Background: an optimization exercise with open tools, aiming at small area and a short achievable clock period. Do not read the settings as production practice.
Where RTL was checked, it was by simulation tests only, not by an equivalence proof against the original.
Power and IR drop assume default switching activity.

==> inputs of run a <==
==> flow/design.v <==
module project3_frame(
  input        CLOCK_50,
  input        RESET_N,
  input  [3:0] KEY,
  output [6:0] HEX0,
  output [6:0] HEX1,
  output [9:0] LEDR,
  output [13:0] imem_addr,
  input  [31:0] imem_data,
  output [13:0] dmem_addr,
  output [31:0] dmem_wdata,
  output dmem_we,
  output dmem_re,
  input  [31:0] dmem_rdata
);
  wire clk = CLOCK_50;
  wire reset = !RESET_N;
  reg [31:0] pc;
  reg        take;         
  reg [31:0] tgt;
  reg        ab;           
  reg        fl_v;         
  reg [31:0] fl_inst;
  reg [31:0] fl_pcp;       
  reg [15:0] fl_oh1, fl_oh2;  
  reg        sb;           
  reg        d_isbr, d_isjmp, d_rd, d_wr, d_wreg;
  reg [3:0]  d_wregno;
  reg [31:0] d_r1;         
  reg [31:0] d_r2;         
  reg [31:0] d_b;          
  reg [31:0] d_y;          
  reg        d_fwd1, d_fwd2, d_fwdb;
  reg        d_sub;
  reg [1:0]  d_ct;         
  reg [3:0]  d_tt;         
  reg        d_ssum, d_scmp, d_sshr, d_sshl, d_sy;
  reg        m_rd, m_wr, m_wreg;
  reg [3:0]  m_wregno;
  reg [31:0] m_alu, m_r2;
  reg        w_hexwe, w_ledwe;
  reg [9:0]  w_data;
  reg [7:0]  hex;
  reg [9:0]  ledr;
  reg [31:0] regs [0:15];
  reg [15:0] rvalid;
  wire [31:0] inst_f = imem_data;
  wire f_isbj = (inst_f[31:29] == 3'b001);
  wire f_isbr = (inst_f[31:28] == 4'b0010);
  wire [31:0] pc_f = take ? tgt : pc;
  wire [31:0] pcplus = pc_f + 32'd4;
  assign imem_addr = pc_f[15:2];
  wire        br_cond;
  wire [31:0] jt;
  always @(posedge clk or posedge reset) begin
    if (reset) begin
      pc <= 32'h100;
      take <= 1'b0;
      ab <= 1'b0;
      fl_v <= 1'b0;
    end else begin
      if (!ab) pc <= pcplus;
      else if (d_isjmp) pc <= jt;
      else pc <= pc_f;
      take <= ab && d_isbr && br_cond;
      if (!ab) begin
        if (f_isbj) ab <= 1'b1;
      end else if (d_isbr || d_isjmp) begin
        ab <= f_isbr;
      end
      fl_v <= !(ab && !f_isbr);
    end
  end
  always @(posedge clk) begin
    tgt <= d_y;
    fl_inst <= inst_f;
    fl_pcp <= pcplus;
    fl_oh1 <= 16'd1 << inst_f[7:4];
    fl_oh2 <= 16'd1 << inst_f[3:0];
  end
  wire [31:0] inst = fl_inst;
  wire v = fl_v;
  wire [5:0] op1 = inst[31:26];
  wire [7:0] op2 = inst[25:18];
  wire [3:0] rd_f = inst[11:8];
  wire [3:0] rs = inst[7:4];
  wire [3:0] rt = inst[3:0];
  wire is_br_d  = v && (inst[31:28] == 4'b0010);
  wire is_jmp_d = v && (inst[31:28] == 4'b0011);
  wire is_lw_d  = v && (op1 == 6'b010010);
  wire is_sw_d  = v && (op1 == 6'b011010);
  wire alur_d   = !v || (op1 == 6'b000000);
  wire writes_rt = is_lw_d || (v && inst[31]) || is_jmp_d;
  wire wr_reg_d = writes_rt || alur_d;
  wire [3:0] wregno_d = writes_rt ? rt : (v ? rd_f : 4'd0);
  reg useimm_d, sub_d, ssum_d, scmp_d, sshr_d, sshl_d;
  reg [3:0] tt_d;
  always @* begin
    useimm_d = 1'b0;
    sub_d = 1'b0;
    ssum_d = 1'b0;
    scmp_d = 1'b0;
    sshr_d = 1'b0;
    sshl_d = 1'b0;
    tt_d = 4'b0000;
    if (v && op1 == 6'b000000) begin
      case (op2)
        8'b00001000, 8'b00001001, 8'b00001010, 8'b00001011: begin scmp_d = 1'b1; sub_d = 1'b1; end
        8'b00100000:  ssum_d = 1'b1;
        8'b00101000:  begin ssum_d = 1'b1; sub_d = 1'b1; end
        8'b00100100:  tt_d = 4'b1000;
        8'b00100101:   tt_d = 4'b1110;
        8'b00100110:  tt_d = 4'b0110;
        8'b00101100: tt_d = 4'b0111;
        8'b00101101:  tt_d = 4'b0001;
        8'b00101110: tt_d = 4'b1001;
        8'b00110000: sshr_d = 1'b1;
        8'b00110001: sshl_d = 1'b1;
        default: ;
      endcase
    end else if (v) begin
      case (op1)
        6'b010010, 6'b011010, 6'b100000: begin ssum_d = 1'b1; useimm_d = 1'b1; end
        6'b100100: begin tt_d = 4'b1000; useimm_d = 1'b1; end
        6'b100101:  begin tt_d = 4'b1110; useimm_d = 1'b1; end
        6'b100110: begin tt_d = 4'b0110; useimm_d = 1'b1; end
        default: ;
      endcase
      if (inst[31:28] == 4'b0010) sub_d = 1'b1;
    end
  end
  wire sy_d = v && (op1 == 6'b001100);
  wire hitk1 = m_wreg && (m_wregno == rs);
  wire hitk2 = m_wreg && (m_wregno == rt);
  wire [15:0] sel1 = rvalid & fl_oh1 & {16{!hitk1}};
  wire [15:0] sel2 = rvalid & fl_oh2 & {16{!hitk2}};
  reg [31:0] rv1, rv2;
  integer j;
  always @* begin
    rv1 = {32{hitk1}} & m_alu;
    rv2 = {32{hitk2}} & m_alu;
    for (j = 0; j < 16; j = j + 1) begin
      rv1 = rv1 | ({32{sel1[j]}} & regs[j]);
      rv2 = rv2 | ({32{sel2[j]}} & regs[j]);
    end
  end
  wire [31:0] simm_d = {{16{inst[23]}}, inst[23:8]};
  wire useb_imm = useimm_d || is_jmp_d;
  wire [31:0] immx_d = is_jmp_d ? {simm_d[29:0], 2'b00} : simm_d;
  wire [31:0] b_d = useb_imm ? immx_d : (sub_d ? ~rv2 : rv2);
  wire [31:0] y_d = fl_pcp + ((inst[31:28] == 4'b0010) ? {simm_d[29:0], 2'b00} : 32'd0);
  wire hitj1 = d_wreg && (d_wregno == rs);
  wire hitj2 = d_wreg && (d_wregno == rt);
  wire [31:0] rv1_rev;
  genvar gr;
  generate
    for (gr = 0; gr < 32; gr = gr + 1) begin : g_rev1
      assign rv1_rev[gr] = rv1[31 - gr];
    end
  endgenerate
  always @(posedge clk or posedge reset) begin
    if (reset) begin
      sb <= 1'b0;
      d_isbr <= 1'b0;
      d_isjmp <= 1'b0;
      d_rd <= 1'b0;
      d_wr <= 1'b0;
      d_wreg <= 1'b0;
    end else begin
      d_isbr <= !sb && is_br_d;
      d_isjmp <= !sb && is_jmp_d;
      d_rd <= !sb && is_lw_d;
      d_wr <= !sb && is_sw_d;
      d_wreg <= !sb && wr_reg_d;
      if (!sb) sb <= is_br_d || is_jmp_d;
      else if (d_isbr || d_isjmp) sb <= 1'b0;
    end
  end
  always @(posedge clk) begin
    d_wregno <= wregno_d;
    d_r1 <= sshl_d ? rv1_rev : rv1;
    d_r2 <= rv2;
    d_b <= b_d;
    d_y <= y_d;
    d_fwd1 <= hitj1;
    d_fwd2 <= hitj2;
    d_fwdb <= hitj2 && !useb_imm;
    d_sub <= sub_d;
    d_ct <= (inst[31:28] == 4'b0010) ? op1[1:0] : op2[1:0];
    d_tt <= tt_d;
    d_ssum <= ssum_d;
    d_scmp <= scmp_d;
    d_sshr <= sshr_d;
    d_sshl <= sshl_d;
    d_sy <= sy_d;
  end
  wire [31:0] r1 = d_fwd1 ? m_alu : d_r1;
  wire [31:0] r2 = d_fwd2 ? m_alu : d_r2;                 
  wire [31:0] b  = d_fwdb ? (m_alu ^ {32{d_sub}}) : d_b;   
  wire [32:0] sum_c = {r1, 1'b1} + {b, d_sub};
  wire [31:0] sum = sum_c[32:1];
  wire [31:0] xr = r1 ^ b;
  wire eq = &xr;                                           
  wire lt = $signed(r1) < $signed(~b);
  reg cmp;
  always @* begin
    case (d_ct)
      2'd0: cmp = eq;
      2'd1: cmp = lt;
      2'd2: cmp = lt | eq;
      default: cmp = !eq;
    endcase
  end
  wire big = |b[31:5];
  wire [31:0] m_alu_rev, shres_rev;
  wire [31:0] sh_in = d_fwd1 ? (d_sshl ? m_alu_rev : m_alu) : d_r1;
  wire [31:0] shres = sh_in >> b[4:0];
  genvar gs;
  generate
    for (gs = 0; gs < 32; gs = gs + 1) begin : g_rev2
      assign m_alu_rev[gs] = m_alu[31 - gs];
      assign shres_rev[gs] = shres[31 - gs];
    end
  endgenerate
  wire [31:0] shr = big ? 32'd0 : shres;
  wire [31:0] shl = big ? 32'd0 : shres_rev;
  wire [31:0] lut;
  genvar gi;
  generate
    for (gi = 0; gi < 32; gi = gi + 1) begin : g_lut
      assign lut[gi] = d_tt[{r1[gi], b[gi]}];
    end
  endgenerate
  wire [31:0] aluout = ({32{d_ssum}} & sum) | lut |
                       ({32{d_sshr}} & shr) | ({32{d_sshl}} & shl) |
                       ({32{d_sy}} & d_y) | {31'd0, d_scmp & cmp};
  assign br_cond = cmp;
  assign jt = sum;
  always @(posedge clk or posedge reset) begin
    if (reset) begin
      m_rd <= 1'b0;
      m_wr <= 1'b0;
      m_wreg <= 1'b0;
    end else begin
      m_rd <= d_rd;
      m_wr <= d_wr;
      m_wreg <= d_wreg;
    end
  end
  always @(posedge clk) begin
    m_wregno <= d_wregno;
    m_alu <= aluout;
    m_r2 <= r2;
  end
  assign dmem_addr = m_alu[15:2];
  assign dmem_wdata = m_r2;
  assign dmem_we = m_wr;
  assign dmem_re = m_rd;
  wire io_hi = (m_alu[31:8] == 24'hFFFFF0);
  wire [31:0] rdval = (io_hi && m_alu[7:0] == 8'h80) ? {28'd0, ~KEY} : dmem_rdata;
  wire [31:0] wbval = m_rd ? rdval : m_alu;
  integer k;
  always @(posedge clk) begin
    for (k = 0; k < 16; k = k + 1)
      if (m_wreg && m_wregno == k) regs[k] <= wbval;
  end
  always @(posedge clk or posedge reset) begin
    if (reset) begin
      rvalid <= 16'd0;
      w_hexwe <= 1'b0;
      w_ledwe <= 1'b0;
    end else begin
      if (m_wreg) rvalid[m_wregno] <= 1'b1;
      w_hexwe <= m_wr && io_hi && m_alu[7:0] == 8'h00;
      w_ledwe <= m_wr && io_hi && m_alu[7:0] == 8'h20;
    end
  end
  always @(posedge clk) begin
    w_data <= m_r2[9:0];
  end
  always @(posedge clk or posedge reset) begin
    if (reset) begin
      hex <= 8'hAD;
      ledr <= 10'd0;
    end else begin
      if (w_hexwe) hex <= w_data[7:0];
      if (w_ledwe) ledr <= w_data;
    end
  end
  assign HEX0 = {3'b000, hex[3:0]};
  assign HEX1 = {3'b000, hex[7:4]};
  assign LEDR = ledr;
endmodule
==> flow/run.sh <==
#!/bin/bash
# synth_recipe.tcl (not shown) runs the flow's synth.tcl, then flattens the netlist and writes it again
# the make line also repeats each setting of config.mk as NAME=value (left out here)
make -C /OpenROAD-flow-scripts/flow DESIGN_CONFIG=/design/flow/config.mk WORK_HOME=/design/flow/orfs CLKGATE_MAP_FILE= SYNTH_SCRIPT=/design/flow/synth_recipe.tcl finish
==> flow/config.mk <==
export PLATFORM = sky130hd
export DESIGN_NAME = project3_frame
export DESIGN_NICKNAME = project3_frame
export VERILOG_FILES = /design/flow/design.v
export SDC_FILE = /design/flow/constraint.sdc
export NUM_CORES = 4
export LEC_CHECK = 0
export ABC_AREA = 1
export CAP_MARGIN = 20
export CORE_MARGIN = 2
export CORE_UTILIZATION = 50
export SETUP_SLACK_MARGIN = 4.5
export SLEW_MARGIN = 20
==> flow/constraint.sdc <==
create_clock -name core_clock -period 8.0 [get_ports {CLOCK_50}]
set_input_delay 1.6000 -clock core_clock [delete_from_list [all_inputs] [get_ports {CLOCK_50}]]
set_output_delay 1.6000 -clock core_clock [all_outputs]
set_load 0.01 [all_outputs]
==> inputs of run b, as changes to run a <==
==> flow/design.v, changed modules only <==
module project3_frame(
  input        CLOCK_50,
  input        RESET_N,
  input  [3:0] KEY,
  output [6:0] HEX0,
  output [6:0] HEX1,
  output [9:0] LEDR,
  output [13:0] imem_addr,
  input  [31:0] imem_data,
  output [13:0] dmem_addr,
  output [31:0] dmem_wdata,
  output dmem_we,
  output dmem_re,
  input  [31:0] dmem_rdata
);
  wire clk = CLOCK_50;
  wire reset = !RESET_N;
  reg [31:0] pc;
  reg        take;         
  reg [31:0] tgt;
  reg        ab;           
  reg        fl_v;         
  reg [31:0] fl_inst;
  reg        fl_ab;        
  reg        fl_hitj1, fl_hitj2;  
  reg        fl_hitk1, fl_hitk2;  
  reg        sb;           
  reg        d_isbr, d_isjmp, d_rd, d_wr, d_wreg;
  reg [3:0]  d_wregno;
  reg [31:0] d_r1;         
  reg [31:0] d_b;          
  reg [31:0] d_y;          
  reg        d_sub;
  reg [1:0]  d_ct;         
  reg [3:0]  d_tt;         
  reg        d_ssum, d_scmp, d_sshr, d_sshl, d_sy;
  reg        m_rd, m_wr, m_wreg;
  reg [3:0]  m_wregno;
  reg [31:0] m_alu, m_r2;
  reg        w_hexwe, w_ledwe;
  reg [9:0]  w_data;
  reg [7:0]  hex;
  reg [9:0]  ledr;
  reg [31:0] regs [0:15];
  reg [15:0] rvalid;
  wire [31:0] inst_f = imem_data;
  wire f_isbj = (inst_f[31:29] == 3'b001);
  wire f_isbr = (inst_f[31:28] == 4'b0010);
  wire [31:0] pc_f = take ? tgt : pc;
  wire [31:0] pc4, tgt4;
  genvar gp;
  generate
    for (gp = 0; gp < 32; gp = gp + 1) begin : g_inc
      if (gp < 2) begin : g_lo
        assign pc4[gp] = pc[gp];
        assign tgt4[gp] = tgt[gp];
      end else if (gp == 2) begin : g_b2
        assign pc4[gp] = !pc[gp];
        assign tgt4[gp] = !tgt[gp];
      end else begin : g_hi
        assign pc4[gp] = pc[gp] ^ (&pc[gp-1:2]);
        assign tgt4[gp] = tgt[gp] ^ (&tgt[gp-1:2]);
      end
    end
  endgenerate
  wire [31:0] pcplus = take ? tgt4 : pc4;
  assign imem_addr = pc_f[15:2];
  wire        br_cond;
  wire [31:0] jt;
  wire [31:0] aluout;
  wire        take_next = ab && (d_isjmp || (d_isbr && br_cond));
  wire [31:0] tgt_next = d_isjmp ? jt : d_y;
  wire [31:0] pc_next = ab ? pc_f : pcplus;
  always @(posedge clk or posedge reset) begin
    if (reset) begin
      pc <= 32'h100;
      take <= 1'b0;
      ab <= 1'b0;
      fl_v <= 1'b0;
    end else begin
      pc <= pc_next;
      take <= take_next;
      if (!ab) begin
        if (f_isbj) ab <= 1'b1;
      end else if (d_isbr || d_isjmp) begin
        ab <= f_isbr;
      end
      fl_v <= !(ab && !f_isbr);
    end
  end
  always @(posedge clk) begin
    tgt <= tgt_next;
    fl_inst <= inst_f;
    fl_ab <= ab;
    fl_hitj1 <= wreg_next && (wregno_d == inst_f[7:4]);
    fl_hitj2 <= wreg_next && (wregno_d == inst_f[3:0]);
    fl_hitk1 <= d_wreg && (d_wregno == inst_f[7:4]);
    fl_hitk2 <= d_wreg && (d_wregno == inst_f[3:0]);
  end
  wire [31:0] inst = fl_inst;
  wire v = fl_v;
  wire [5:0] op1 = inst[31:26];
  wire [7:0] op2 = inst[25:18];
  wire [3:0] rd_f = inst[11:8];
  wire [3:0] rs = inst[7:4];
  wire [3:0] rt = inst[3:0];
  wire is_br_d  = v && (inst[31:28] == 4'b0010);
  wire is_jmp_d = v && (inst[31:28] == 4'b0011);
  wire is_lw_d  = v && (op1 == 6'b010010);
  wire is_sw_d  = v && (op1 == 6'b011010);
  wire alur_d   = !v || (op1 == 6'b000000);
  wire writes_rt = is_lw_d || (v && inst[31]) || is_jmp_d;
  wire wr_reg_d = writes_rt || alur_d;
  wire [3:0] wregno_d = writes_rt ? rt : (v ? rd_f : 4'd0);
  reg useimm_d, sub_d, ssum_d, scmp_d, sshr_d, sshl_d;
  reg [3:0] tt_d;
  always @* begin
    useimm_d = 1'b0;
    sub_d = 1'b0;
    ssum_d = 1'b0;
    scmp_d = 1'b0;
    sshr_d = 1'b0;
    sshl_d = 1'b0;
    tt_d = 4'b0000;
    if (v && op1 == 6'b000000) begin
      case (op2)
        8'b00001000, 8'b00001001, 8'b00001010, 8'b00001011: begin scmp_d = 1'b1; sub_d = 1'b1; end
        8'b00100000:  ssum_d = 1'b1;
        8'b00101000:  begin ssum_d = 1'b1; sub_d = 1'b1; end
        8'b00100100:  tt_d = 4'b1000;
        8'b00100101:   tt_d = 4'b1110;
        8'b00100110:  tt_d = 4'b0110;
        8'b00101100: tt_d = 4'b0111;
        8'b00101101:  tt_d = 4'b0001;
        8'b00101110: tt_d = 4'b1001;
        8'b00110000: sshr_d = 1'b1;
        8'b00110001: sshl_d = 1'b1;
        default: ;
      endcase
    end else if (v) begin
      case (op1)
        6'b010010, 6'b011010, 6'b100000: begin ssum_d = 1'b1; useimm_d = 1'b1; end
        6'b100100: begin tt_d = 4'b1000; useimm_d = 1'b1; end
        6'b100101:  begin tt_d = 4'b1110; useimm_d = 1'b1; end
        6'b100110: begin tt_d = 4'b0110; useimm_d = 1'b1; end
        default: ;
      endcase
      if (inst[31:28] == 4'b0010) sub_d = 1'b1;
    end
  end
  wire sy_d = v && (op1 == 6'b001100);
  wire hitk1 = fl_hitk1;    
  wire hitk2 = fl_hitk2;    
  wire wreg_next = !sb && wr_reg_d;    
  wire [15:0] sel1 = rvalid & (16'd1 << rs) & {16{!hitk1}};
  wire [15:0] sel2 = rvalid & (16'd1 << rt) & {16{!hitk2}};
  reg [31:0] rv1, rv2;
  integer j;
  always @* begin
    rv1 = {32{hitk1}} & m_alu;
    rv2 = {32{hitk2}} & m_alu;
    for (j = 0; j < 16; j = j + 1) begin
      rv1 = rv1 | ({32{sel1[j]}} & regs[j]);
      rv2 = rv2 | ({32{sel2[j]}} & regs[j]);
    end
  end
  wire [31:0] simm_d = {{16{inst[23]}}, inst[23:8]};
  wire useb_imm = useimm_d || is_jmp_d;
  wire [31:0] immx_d = is_jmp_d ? {simm_d[29:0], 2'b00} : simm_d;
  wire [31:0] b_d = useb_imm ? immx_d : (sub_d ? ~rv2 : rv2);
  wire [31:0] pcp_d = fl_ab ? pc4 : pc;
  wire [30:0] bt_sum = {pc[31:2], 1'b1} + {simm_d[29:0], fl_ab};
  wire [31:0] bt_d = {bt_sum[30:1], pc[1:0]};
  wire [31:0] y_d = (inst[31:28] == 4'b0010) ? bt_d : pcp_d;
  wire hitj1 = fl_hitj1;    
  wire hitj2 = fl_hitj2;    
  wire [31:0] rv1_rev, alu_rev;
  genvar gr;
  generate
    for (gr = 0; gr < 32; gr = gr + 1) begin : g_rev1
      assign rv1_rev[gr] = rv1[31 - gr];
      assign alu_rev[gr] = aluout[31 - gr];
    end
  endgenerate
  wire [31:0] r1_d = hitj1 ? (sshl_d ? alu_rev : aluout) : (sshl_d ? rv1_rev : rv1);
  wire [31:0] r2_d = hitj2 ? aluout : rv2;
  wire [31:0] bb_d = (hitj2 && !useb_imm) ? (aluout ^ {32{sub_d}}) : b_d;
  always @(posedge clk or posedge reset) begin
    if (reset) begin
      sb <= 1'b0;
      d_isbr <= 1'b0;
      d_isjmp <= 1'b0;
      d_rd <= 1'b0;
      d_wr <= 1'b0;
      d_wreg <= 1'b0;
    end else begin
      d_isbr <= !sb && is_br_d;
      d_isjmp <= !sb && is_jmp_d;
      d_rd <= !sb && is_lw_d;
      d_wr <= !sb && is_sw_d;
      d_wreg <= wreg_next;
      if (!sb) sb <= is_br_d || is_jmp_d;
      else if (d_isbr || d_isjmp) sb <= 1'b0;
    end
  end
  always @(posedge clk) begin
    d_wregno <= wregno_d;
    d_r1 <= r1_d;
    d_b <= bb_d;
    d_y <= is_sw_d ? r2_d : y_d;
    d_sub <= sub_d;
    d_ct <= (inst[31:28] == 4'b0010) ? op1[1:0] : op2[1:0];
    d_tt <= tt_d;
    d_ssum <= ssum_d;
    d_scmp <= scmp_d;
    d_sshr <= sshr_d;
    d_sshl <= sshl_d;
    d_sy <= sy_d;
  end
  wire [31:0] r1 = d_r1;
  wire [31:0] r2 = d_y;                                    
  wire [31:0] b  = d_b;                                    
  wire [32:0] sum_c = {r1, 1'b1} + {b, d_sub};
  wire [31:0] sum = sum_c[32:1];
  wire [31:0] xr = r1 ^ b;
  wire eq = &xr;                                           
  wire lt = {~r1[31], r1[30:0]} < {b[31], ~b[30:0]};    
  reg cmp;
  always @* begin
    case (d_ct)
      2'd0: cmp = eq;
      2'd1: cmp = lt;
      2'd2: cmp = lt | eq;
      default: cmp = !eq;
    endcase
  end
  wire big = |b[31:5];
  wire [31:0] shres_rev;
  wire [31:0] shres = r1 >> b[4:0];
  genvar gs;
  generate
    for (gs = 0; gs < 32; gs = gs + 1) begin : g_rev2
      assign shres_rev[gs] = shres[31 - gs];
    end
  endgenerate
  wire [31:0] shr = big ? 32'd0 : shres;
  wire [31:0] shl = big ? 32'd0 : shres_rev;
  wire [31:0] lut;
  genvar gi;
  generate
    for (gi = 0; gi < 32; gi = gi + 1) begin : g_lut
      assign lut[gi] = d_tt[{r1[gi], b[gi]}];
    end
  endgenerate
  assign aluout = ({32{d_ssum}} & sum) | lut |
                       ({32{d_sshr}} & shr) | ({32{d_sshl}} & shl) |
                       ({32{d_sy}} & d_y) | {31'd0, d_scmp & cmp};
  assign br_cond = cmp;
  assign jt = sum;
  always @(posedge clk or posedge reset) begin
    if (reset) begin
      m_rd <= 1'b0;
      m_wr <= 1'b0;
      m_wreg <= 1'b0;
    end else begin
      m_rd <= d_rd;
      m_wr <= d_wr;
      m_wreg <= d_wreg;
    end
  end
  always @(posedge clk) begin
    m_wregno <= d_wregno;
    m_alu <= aluout;
    m_r2 <= r2;
  end
  assign dmem_addr = m_alu[15:2];
  assign dmem_wdata = m_r2;
  assign dmem_we = m_wr;
  assign dmem_re = m_rd;
  wire io_hi = (m_alu[31:8] == 24'hFFFFF0);
  wire [31:0] rdval = (io_hi && m_alu[7:0] == 8'h80) ? {28'd0, ~KEY} : dmem_rdata;
  wire [31:0] wbval = m_rd ? rdval : m_alu;
  integer k;
  always @(posedge clk) begin
    for (k = 0; k < 16; k = k + 1)
      if (m_wreg && m_wregno == k) regs[k] <= wbval;
  end
  always @(posedge clk or posedge reset) begin
    if (reset) begin
      rvalid <= 16'd0;
      w_hexwe <= 1'b0;
      w_ledwe <= 1'b0;
    end else begin
      if (m_wreg) rvalid[m_wregno] <= 1'b1;
      w_hexwe <= m_wr && io_hi && m_alu[7:0] == 8'h00;
      w_ledwe <= m_wr && io_hi && m_alu[7:0] == 8'h20;
    end
  end
  always @(posedge clk) begin
    w_data <= m_r2[9:0];
  end
  always @(posedge clk or posedge reset) begin
    if (reset) begin
      hex <= 8'hAD;
      ledr <= 10'd0;
    end else begin
      if (w_hexwe) hex <= w_data[7:0];
      if (w_ledwe) ledr <= w_data;
    end
  end
  assign HEX0 = {3'b000, hex[3:0]};
  assign HEX1 = {3'b000, hex[7:4]};
  assign LEDR = ledr;
endmodule
==> flow/flow/run.sh (new file) <==
#!/bin/bash
set -euo pipefail
export BUFFER_PORTS_ARGS="-buffer_cell sky130_fd_sc_hd__buf_1"
bash standard.sh finish > flow_make.log 2>&1
==> flow/standard.sh (new file) <==
#!/bin/bash
# synth_recipe.tcl (not shown) runs the flow's synth.tcl, then flattens the netlist and writes it again
# the make line also repeats each setting of config.mk as NAME=value (left out here)
make -C /OpenROAD-flow-scripts/flow DESIGN_CONFIG=/design/flow/config.mk WORK_HOME=/design/flow/orfs CLKGATE_MAP_FILE= SYNTH_SCRIPT=/design/flow/synth_recipe.tcl "${@:-finish}"
ABC_AREA = not set   (was 1)
CTS_CLUSTER_DIAMETER = 100   (was not set)
CTS_CLUSTER_SIZE = 22   (was not set)
SETUP_SLACK_MARGIN = 4.7   (was 4.5)
removed: flow/run.sh
==> results.txt <==
metric	run b	run a
Run status	finished clean	finished clean
Post-layout util	57.0%	57.8%
Die footprint	87300 um2	99000 um2
Most common library cell in the layout ignoring fill and taps	sky130_fd_sc_hd__edfxtp_1	sky130_fd_sc_hd__nand2_1
Pin count of the biggest net entering global routing	65	64
Area overhead of the layout relative to synthesis	12.6%	14.2%
Met2 WL	84.2 mm	93.2 mm
Area share of the largest cell type after synthesis	36.2%	31.9%
Number of clock buffers in the layout	78	157
Post-route insts no fill	5061	7630
Leakage dissipation	16.9 nW	24.0 nW
Register area share after synthesis	53.5%	51.0%
Register clock-pin slew on the reported worst setup and hold paths	100 ps	60 ps
Actual transition at the worst max-transition pin	1260 ps	1210 ps
Final hold slack	350 ps	332 ps
Number of global-route vias before repair	35340	40439
Post-placement cell area	44000 um2	50700 um2
Only the layout flow was run in run a; the RTL was not checked for function there.

-- separate check: timing with driven ports --
No port has a modelled driver above. Below, the same layouts with a new extraction and two added sets of constraints.
Step 1: set_driving_cell puts a clkbuf_16 on CLOCK_50 and a buf_2 on each other input, an assumption about the parent block.
Step 2 moves the port delays by t, midway between the first and last clock arrival at a register: inputs arrive t later, outputs are due t later. That takes back most of the time a late clock gives input paths.
Three values: ideal ports, drivers, drivers and shift; two values: the first two.
run | t, ns | setup WS [ns] | worst register clock-pin slew, ns | worst slew at a driven data input, ns
run a | 0.776 | 4.506 / 4.447 / 4.506 | 0.07 / 0.07 | 0.09
run b | 0.714 | 4.626 / 4.613 / 4.626 | 0.10 / 0.10 | 0.06
After both steps every run listed still meets setup and hold.
